Source: an optimization exercise on an open RTL-to-GDS flow (aim: small area). Production flows keep margins and buffers that such runs may drop. In this exercise RTL edits were held to simulation tests only and were not proved equivalent to the original. The clock port is modelled as an ideal driver, which makes a skipped or thinned clock tree look cheaper than it is; a real chip needs a root buffer or a tree. Power is estimated from default activity; no workload was simulated.

==> inputs of v28 <==
// Perceptron
module Perceptron (
    input clk,
    input reset,
    input  [7:0] input1,
    input  [7:0] input2,
    input  [7:0] weight1,
    input  [7:0] weight2,
    input  [7:0] bias,
    output reg [15:0] output_neuron
);
    wire nz;
    reg  nz_q;
  ...
export LEC_CHECK = 0
export CAP_MARGIN = 20
export CORE_MARGIN = 2
export CORE_UTILIZATION = 40
export CTS_BUF_LIST = sky130_fd_sc_hd__clkbuf_1
export SLEW_MARGIN = 20
export SYNTH_HIERARCHICAL = 1
create_clock -name core_clock -period 8.0 [get_ports {clk}]
standard.sh (not shown) runs the stock make flow with config.mk's settings and CLKGATE_MAP_FILE= SYNTH_SCRIPT=/design/flow/synth_recipe.tcl, a recipe that flattens the netlist after the stock synthesis.
==> flow/flow/run.sh <==
#!/bin/bash
# Layout flow: the standard ORFS flow (standard.sh), with four changes to
# how the layout is made:
#  - the port buffers that global placement inserts are the smallest buffer
#    (sky130_fd_sc_hd__buf_1) instead of the delay buffer buffer_ports picks;
#  - the tie-low cell that drives the constant outputs is not duplicated for
#    every port;
#  - after floorplan, flow/downsize.tcl gives logic cells that synthesis sized
#    up the smallest drive strength of their function;
#  - after global placement, flow/rename.tcl renames port buffers whose
#    instance name equals a port name (input1, input2).
# Synthesis, floorplan, power grid, taps, CTS and routing are otherwise
# standard.sh unchanged. make's full output goes to flow_make.log in this
# folder; ORFS's per-step logs stay under orfs/logs.
set -euo pipefail
here=$(pwd)
bash standard.sh \
  "BUFFER_PORTS_ARGS=-buffer_cell sky130_fd_sc_hd__buf_1" \
  SKIP_REPAIR_TIE_FANOUT=1 \
  "POST_FLOORPLAN_TCL=$here/flow/downsize.tcl" \
  "POST_GLOBAL_PLACE_TCL=$here/flow/rename.tcl" \
  finish > flow_make.log 2>&1
==> flow/flow/rename.tcl <==
# buffer_ports names its buffers input1, input2, ...; two of those names are
# also port names of this design (input1, input2), which makes the netlist
# written from the layout unreadable by Yosys. Give any instance whose name is
# a port name a distinct one.
set block [ord::get_db_block]
set ports {}
foreach bt [$block getBTerms] { dict set ports [$bt getName] 1 }
set n 0
foreach inst [$block getInsts] {
  set name [$inst getName]
  if {[dict exists $ports $name]} {
    set new "portbuf_$name"
    while {[$block findInst $new] ne "NULL"} { append new "_" }
    $inst rename $new
    incr n
  }
}
puts "rename.tcl: $n instances renamed"
Other scripts of this flow, unchanged in this note and not shown: flow/flow/downsize.tcl
==> v24: changes against v28 <==
==> flow/flow/run.sh (replaced) <==
#!/bin/bash
# Layout flow: the standard ORFS flow (standard.sh), with these changes to
# how the layout is made:
#  - after the standard synthesis, flow/remap.sh maps the combinational logic
#    again with an area-oriented ABC script (adders, flip-flops and tie cells
#    are kept as the standard synthesis made them, with the same names);
#  - the port buffers that global placement inserts are the smallest buffer
#    (sky130_fd_sc_hd__buf_1) instead of the delay buffer buffer_ports picks;
#  - the tie-low cell that drives the constant outputs is not duplicated for
#    every port;
#  - after floorplan, flow/downsize.tcl gives logic cells that are sized up
#    the smallest drive strength of their function;
#  - after global placement, flow/rename.tcl renames port buffers whose
#    instance name equals a port name (input1, input2).
# Floorplan, power grid, taps, CTS and routing are otherwise standard.sh
# unchanged. Each tool's full output goes to a log here: flow_synth.log
# (standard synthesis), flow_remap.log (Yosys re-mapping), flow_make.log (the
# rest); ORFS's per-step logs stay under orfs/logs.
set -euo pipefail
here=$(pwd)
res=$here/orfs/results/${FLOW_PLATFORM:-sky130hd}/Perceptron/base
bash standard.sh synth > flow_synth.log 2>&1
cp "$res/1_2_yosys.v" "$here/flow_standard_synth.v"
bash flow/remap.sh "$here/flow_standard_synth.v" "$res/1_2_yosys.v" "$here/flow_remap.log"
bash standard.sh \
  "BUFFER_PORTS_ARGS=-buffer_cell sky130_fd_sc_hd__buf_1" \
  SKIP_REPAIR_TIE_FANOUT=1 \
  "POST_FLOORPLAN_TCL=$here/flow/downsize.tcl" \
  "POST_GLOBAL_PLACE_TCL=$here/flow/rename.tcl" \
  finish > flow_make.log 2>&1
==> flow/flow/remap.abc (new file) <==
&get -n
&st
&dch -f
&nf -a
&put
strash
dch -f
map -a
&get -n
&st
&dch
&nf -a
&put
topo
==> flow/flow/remap.sh (new file) <==
#!/bin/bash
# Re-map the standard synthesis's combinational logic with an area-oriented
# ABC script (flow/remap.abc). Full adders, half adders, flip-flops and tie
# cells are kept as they are (black boxes); everything else is flattened to
# gates and mapped again. Register names and cell types do not change.
# usage: remap.sh in.v out.v log
set -euo pipefail
in=$1; out=$2; log=$3
lib=$FLOW_HOME/platforms/sky130hd/lib/sky130_fd_sc_hd__tt_025C_1v80.lib
here=$(cd "$(dirname "$0")" && pwd)
du=$(grep -o 'cell ("sky130_fd_sc_hd__\(lpflow\|probe\)[a-z0-9_]*")' $lib | sed 's/cell ("\(.*\)")/-dont_use \1/' | tr '\n' ' ')
cat > remap.ys <<EOS
read_verilog $in
read_liberty -ignore_miss_func $lib
blackbox sky130_fd_sc_hd__fa_1 sky130_fd_sc_hd__ha_1 sky130_fd_sc_hd__dfrtp_1 sky130_fd_sc_hd__conb_1
hierarchy -top ${FLOW_TOP:-Perceptron}
flatten
opt_clean
opt -fast
abc -liberty $lib $du -script $here/remap.abc
opt_clean -purge
rename -hide w:*.* c:*.*
stat -liberty $lib
select -module ${FLOW_TOP:-Perceptron}
write_verilog -noattr -nohex -nodec -selected $out
EOS
yosys -l $log remap.ys > /dev/null
--- a/flow/flow/rename.tcl
+++ b/flow/flow/rename.tcl
@@ -5,5 +5,9 @@
 set block [ord::get_db_block]
 set ports {}
-foreach bt [$block getBTerms] { dict set ports [$bt getName] 1 }
+foreach bt [$block getBTerms] {
+  # a bus port input1[3] takes the name input1 in Verilog
+  regsub {\[[0-9]+\]$} [$bt getName] {} base
+  dict set ports $base 1
+}
 set n 0
 foreach inst [$block getInsts] {
==> comparison table <==
Final cycle utilization of the critical path: v24 0.749; v28 0.721
Internal portion of total power: v24 274 uW; v28 269 uW
WL met2: v24 3470 microns; v28 3590 microns
Effective utilization at floorplan: v24 0.416; v28 0.416
Combinational power: v24 549 uW; v28 557 uW
Crit path setup slack, layout: v24 2.01 ns; v28 2.23 ns
Critical path launch point: v24 weight1[4]; v28 weight1[1]
Minimum setup slack among reg-to-reg paths: v24 7.51 ns; v28 7.52 ns
Final standard cell area without fillers: v24 2920 sq um; v28 2980 sq um
Well Taps: v24 77; v28 99
Core box area: v24 6390 sq um; v28 7290 sq um
Synthesized cell area: v24 2660 sq um; v28 3040 sq um
Total detailed-routing wirelength: v24 6960 microns; v28 6710 microns
Combinational share of power: v24 0.961; v28 0.962
Post-route met1 wirelength: v24 2780 microns; v28 2850 microns
Post-detailed-placement half-perimeter wirelength: v24 6040 microns; v28 5880 microns
Levels on crit path: v24 16; v28 15
Net switching power: v24 297 uW; v28 310 uW
Maximum resistive drop on vdd: v24 0.000157 V; v28 0.000187 V
Result of the run: v24 complete, no violations; v28 complete, no violations
Vias in the first global route: v24 2346; v28 2263
Overall track demand over capacity in global routing: v24 0.209; v28 0.174
Area post-placement: v24 2910 sq um; v28 2970 sq um

========
==> try-willow: inputs <==
Perceptron, a different RTL version from the one above (not shown whole).
Settings: LEC_CHECK=0, CAP_MARGIN=20, CORE_MARGIN=2, CORE_UTILIZATION=40, CTS_BUF_LIST=sky130_fd_sc_hd__clkbuf_1, SLEW_MARGIN=20, SYNTH_HIERARCHICAL=1; clock period 8.0 ns.
run.sh (not shown) runs the stock make flow with config.mk's settings and CLKGATE_MAP_FILE= SYNTH_SCRIPT=/design/flow/synth_recipe.tcl, a recipe that flattens the netlist after the stock synthesis.
Stock flow here: none of the scripts above is used.
==> inputs of try-fjord, as changes to try-willow <==
==> flow/flow/run.sh (new file) <==
#!/bin/bash
# Layout flow: the standard ORFS flow, with two changes to how the layout
# is made:
#  - the port buffers that global placement inserts are the smallest buffer
#    (sky130_fd_sc_hd__buf_1) instead of the delay buffer buffer_ports picks;
#  - the tie-low cell that drives the constant outputs is not duplicated for
#    every port.
# Everything else (synthesis, floorplan, power grid, taps, CTS, routing) is
# standard.sh unchanged. make's full output goes to flow_make.log here; ORFS's
# per-step logs stay under orfs/logs.
set -euo pipefail
bash standard.sh \
  "BUFFER_PORTS_ARGS=-buffer_cell sky130_fd_sc_hd__buf_1" \
  SKIP_REPAIR_TIE_FANOUT=1 \
  finish > flow_make.log 2>&1
==> flow/standard.sh (new file) <==
#!/bin/bash
# synth_recipe.tcl (not shown) runs the flow's synth.tcl, then flattens the netlist and writes it again
# the make line also repeats each setting of config.mk as NAME=value (left out here)
make -C /OpenROAD-flow-scripts/flow DESIGN_CONFIG=/design/flow/config.mk WORK_HOME=/design/flow/orfs CLKGATE_MAP_FILE= SYNTH_SCRIPT=/design/flow/synth_recipe.tcl "${@:-finish}"
removed: flow/run.sh
==> comparison table <==
Minimum clock period after layout: try-willow 6660 ps; try-fjord 6340 ps
Vias: try-willow 2243; try-fjord 2231
Transition at the pin with the smallest max-transition slack: try-willow 536 ps; try-fjord 599 ps
Part of the cycle the worst path needs: try-willow 83.2%; try-fjord 79.3%
Crit path max-delay cell type: try-willow sky130_fd_sc_hd__clkdlybuf4s50_1; try-fjord sky130_fd_sc_hd__fa_1
Global-route usage over all layers: try-willow 17.4%; try-fjord 17.2%
Core occupancy in the finished layout: try-willow 46.5%; try-fjord 42.1%
Wire length the detailed router placed on met1: try-willow 2880 um; try-fjord 2800 um
Overall power consumption: try-willow 0.000559 W; try-fjord 0.000554 W
Area Overhead vs Synth: try-willow 12.6%; try-fjord 1.84%
Iteration count of the initial detailed-routing pass: try-willow 4; try-fjord 5
Flip-flop and latch share of the layout cell area: try-willow 1.48%; try-fjord 1.64%
Final std cells w/o fill: try-willow 439; try-fjord 424
Setup slack of the most critical reg-to-reg path: try-willow 7530 ps; try-fjord 7520 ps
Combinational-cell power consumption: try-willow 0.000536 W; try-fjord 0.000532 W
Result of the run: try-willow complete, no violations; try-fjord complete, no violations
Largest net degree at the start of global routing: try-willow 13; try-fjord 16
Fraction of layout instances using a drive strength above 1: try-willow 2.94%; try-fjord 2.77%
Starting DRT DRC Count: try-willow 93; try-fjord 73
Fraction of area in multi-input gates: try-willow 79.8%; try-fjord 86.6%
Routability congestion estimate from global placement: try-willow 0.942; try-fjord 0.813
Fill cells: try-willow 722; try-fjord 740

========
==> inputs of harbor <==
Perceptron, a different RTL version from the one above (not shown whole).
==> flow/config.mk <==
export PLATFORM = sky130hd
export DESIGN_NAME = Perceptron
export DESIGN_NICKNAME = Perceptron
export VERILOG_FILES = /design/flow/design.v
export SDC_FILE = /design/flow/constraint.sdc
export NUM_CORES = 4
export LEC_CHECK = 0
export CAP_MARGIN = 20
export CORE_MARGIN = 2
export CORE_UTILIZATION = 40
export CTS_BUF_LIST = sky130_fd_sc_hd__clkbuf_1
export SLEW_MARGIN = 20
export SYNTH_HIERARCHICAL = 1
==> flow/constraint.sdc <==
create_clock -name core_clock -period 8.0 [get_ports {clk}]
set_input_delay 1.6000 -clock core_clock [delete_from_list [all_inputs] [get_ports {clk}]]
set_output_delay 1.6000 -clock core_clock [all_outputs]
set_load 0.01 [all_outputs]
standard.sh (not shown) runs the stock make flow with config.mk's settings and CLKGATE_MAP_FILE= SYNTH_SCRIPT=/design/flow/synth_recipe.tcl, a recipe that flattens the netlist after the stock synthesis.
==> flow/flow/run.sh <==
#!/bin/bash
# Layout flow: the standard ORFS flow (standard.sh), with these changes to
# how the layout is made:
#  - after the standard synthesis, flow/remap.sh maps the combinational logic
#    again with an area-oriented ABC script (adders, flip-flops and tie cells
#    are kept as the standard synthesis made them, with the same names);
#  - the port buffers that global placement inserts are the smallest buffer
#    (sky130_fd_sc_hd__buf_1) instead of the delay buffer buffer_ports picks;
#  - the tie-low cell that drives the constant outputs is not duplicated for
#    every port;
#  - after floorplan, flow/downsize.tcl gives logic cells that are sized up
#    the smallest drive strength of their function;
#  - after global placement, flow/rename.tcl renames port buffers whose
#    instance name equals a port name (input1, input2);
#  - after CTS, flow/cts_trim.tcl drives both flip-flops from the clock root
#    buffer and removes the two buffers CTS put under it.
# Floorplan, power grid, taps, CTS and routing are otherwise standard.sh
# unchanged. Each tool's full output goes to a log here: flow_synth.log
# (standard synthesis), flow_remap.log (Yosys re-mapping), flow_make.log (the
# rest); ORFS's per-step logs stay under orfs/logs.
set -euo pipefail
here=$(pwd)
res=$here/orfs/results/${FLOW_PLATFORM:-sky130hd}/Perceptron/base
bash standard.sh synth > flow_synth.log 2>&1
cp "$res/1_2_yosys.v" "$here/flow_standard_synth.v"
bash flow/remap.sh "$here/flow_standard_synth.v" "$res/1_2_yosys.v" "$here/flow_remap.log"
bash standard.sh \
  "BUFFER_PORTS_ARGS=-buffer_cell sky130_fd_sc_hd__buf_1" \
  SKIP_REPAIR_TIE_FANOUT=1 \
  "POST_FLOORPLAN_TCL=$here/flow/downsize.tcl" \
  "POST_GLOBAL_PLACE_TCL=$here/flow/rename.tcl" \
  "POST_CTS_TCL=$here/flow/cts_trim.tcl" \
  finish > flow_make.log 2>&1
Other scripts of this flow, unchanged in this note and not shown: flow/flow/cts_trim.tcl, flow/flow/downsize.tcl, flow/flow/remap.abc, flow/flow/remap.sh, flow/flow/rename.tcl
==> delta: changes against harbor <==
--- a/flow/design.v
+++ b/flow/design.v
@@ -246,2 +246,5 @@
 endmodule
+module Xnor2 (input a, input b, output y);
+    assign y = ~(a ^ b);
+endmodule
 module Or2 (input a, input b, output y);
@@ -255 +258,4 @@
 endmodule
+module HalfAdder (input a, input b, output s, output co);
+    assign {co, s} = a + b;
+endmodule
==> comparison <==
In design area, delta and harbor do not differ. Die area is the same in delta and harbor. In wire length, harbor and delta do not differ. In sequential cell count, harbor and delta do not differ. Via count is the same in delta and harbor. Core utilization is the same in harbor and delta. Non-clock buffer count is the same in delta and harbor. Sequential power is about the same in delta and harbor.

========
==> run a <==
Perceptron with an RTL version that a note above also has.
==> flow/design.v (excerpt) <==
module Perceptron (
    input clk,
    input reset,
    input  [7:0] input1,
    input  [7:0] input2,
    input  [7:0] weight1,
    input  [7:0] weight2,
    input  [7:0] bias,
    output reg [15:0] output_neuron
);
    wire nz;
    reg  nz_q;
  ...
export LEC_CHECK = 0
export CAP_MARGIN = 20
export CORE_MARGIN = 2
export CORE_UTILIZATION = 40
export CTS_BUF_LIST = sky130_fd_sc_hd__clkbuf_1
export SLEW_MARGIN = 20
export SYNTH_HIERARCHICAL = 1
create_clock -name core_clock -period 8.0 [get_ports {clk}]
==> flow/flow/run.sh <==
#!/bin/bash
# Layout flow: the standard ORFS flow, with two changes to how the layout
# is made:
#  - the port buffers that global placement inserts are the smallest buffer
#    (sky130_fd_sc_hd__buf_1) instead of the delay buffer buffer_ports picks;
#  - the tie-low cell that drives the constant outputs is not duplicated for
#    every port.
# Everything else (synthesis, floorplan, power grid, taps, CTS, routing) is
# standard.sh unchanged. make's full output goes to flow_make.log here; ORFS's
# per-step logs stay under orfs/logs.
set -euo pipefail
bash standard.sh \
  "BUFFER_PORTS_ARGS=-buffer_cell sky130_fd_sc_hd__buf_1" \
  SKIP_REPAIR_TIE_FANOUT=1 \
  finish > flow_make.log 2>&1
==> run b: changes against run a <==
==> flow/flow/run.sh (replaced) <==
#!/bin/bash
# Layout flow: the standard ORFS flow (standard.sh), with four changes to
# how the layout is made:
#  - the port buffers that global placement inserts are the smallest buffer
#    (sky130_fd_sc_hd__buf_1) instead of the delay buffer buffer_ports picks;
#  - the tie-low cell that drives the constant outputs is not duplicated for
#    every port;
#  - after floorplan, flow/downsize.tcl gives logic cells that synthesis sized
#    up the smallest drive strength of their function;
#  - after global placement, flow/rename.tcl renames port buffers whose
#    instance name equals a port name (input1, input2).
# Synthesis, floorplan, power grid, taps, CTS and routing are otherwise
# standard.sh unchanged. make's full output goes to flow_make.log in this
# folder; ORFS's per-step logs stay under orfs/logs.
set -euo pipefail
here=$(pwd)
bash standard.sh \
  "BUFFER_PORTS_ARGS=-buffer_cell sky130_fd_sc_hd__buf_1" \
  SKIP_REPAIR_TIE_FANOUT=1 \
  "POST_FLOORPLAN_TCL=$here/flow/downsize.tcl" \
  "POST_GLOBAL_PLACE_TCL=$here/flow/rename.tcl" \
  finish > flow_make.log 2>&1
==> flow/flow/downsize.tcl (new file) <==
# Give each logic cell the smallest drive strength of its function: Yosys's
# ABC sizes some gates up for speed, and the design has timing to spare.
# Flip-flops, tie cells and buffers are left as they are; later timing repair
# still sizes up whatever it needs.
set db [ord::get_db]
set block [ord::get_db_block]
set n 0
foreach inst [$block getInsts] {
  set m [$inst getMaster]
  if {![regexp {^(sky130_fd_sc_hd__[a-z0-9]+)_([0-9]+)$} [$m getName] -> base drv]} { continue }
  if {[regexp {__(df|dl|sdf|conb|tap|fill|decap|clk|buf|probe|lpflow)} $base]} { continue }
  set best $m
  set barea [expr {[$m getWidth] * [$m getHeight]}]
  foreach d {0 1 2} {
    if {$d >= $drv} { break }
    set c [$db findMaster ${base}_$d]
    if {$c eq "NULL" || $c eq ""} { continue }
    set a [expr {[$c getWidth] * [$c getHeight]}]
    if {$a < $barea} { set best $c; set barea $a }
  }
  if {$best ne $m} {
    $inst swapMaster $best
    incr n
  }
}
puts "downsize.tcl: $n cells given a smaller drive strength"
==> flow/flow/rename.tcl (new file) <==
# buffer_ports names its buffers input1, input2, ...; two of those names are
# also port names of this design (input1, input2), which makes the netlist
# written from the layout unreadable by Yosys. Give any instance whose name is
# a port name a distinct one.
set block [ord::get_db_block]
set ports {}
foreach bt [$block getBTerms] {
  # a bus port input1[3] takes the name input1 in Verilog
  regsub {\[[0-9]+\]$} [$bt getName] {} base
  dict set ports $base 1
}
set n 0
foreach inst [$block getInsts] {
  set name [$inst getName]
  if {[dict exists $ports $name]} {
    set new "portbuf_$name"
    while {[$block findInst $new] ne "NULL"} { append new "_" }
    $inst rename $new
    incr n
  }
}
puts "rename.tcl: $n instances renamed"
==> summary of the runs <==
In run b the clock skew is higher than in run a, by 0.0060 ns.
Synthesized cell count is the same in run a and run b.
In sequential power, run a and run b hardly differ.
In sequential cell count, run a and run b do not differ.

what the ideal ports hide:
No port has a modelled driver above. Below, the same layouts with a new extraction and two added sets of constraints.
Step 1, drivers: a clkbuf_16 drives clk and a buf_2 each remaining input, both assumed.
Step 2 adds t to the input delays and takes it off the output delays; t is the mean of the earliest and latest rising clock arrival at the registers after step 1. Input paths then give back, and output paths get back, about the clock's delay inside the block.
Slacks: no drivers / after step 1 / after step 2; pairs: no drivers / after step 1.
run | t, ns | setup WS [ns] | hold WS [ns]
v28 | 0.225 | 2.233 / 2.223 / 1.999 | 0.366 / 0.366 / 0.366
v24 | 0.226 | 2.007 / 1.998 / 1.772 | 0.376 / 0.376 / 0.376
try-willow | 0.236 | 1.340 / 1.329 / 1.092 | 0.351 / 0.351 / 0.351
try-fjord | 0.226 | 1.657 / 1.645 / 1.420 | 0.368 / 0.368 / 0.368
harbor | 0.104 | 1.891 / 1.884 / 1.780 | 0.359 / 0.359 / 0.359
delta | 0.104 | 1.891 / 1.884 / 1.780 | 0.359 / 0.359 / 0.359
run a | 0.234 | 2.245 / 2.239 / 2.006 | 0.343 / 0.343 / 0.343
run b | 0.247 | 2.279 / 2.268 / 2.021 | 0.351 / 0.351 / 0.351
After both steps setup and hold are still met in every run listed. For run b, which loses most, drivers alone change the setup slack by -0.011 ns; drivers and shift together by -0.258 ns.
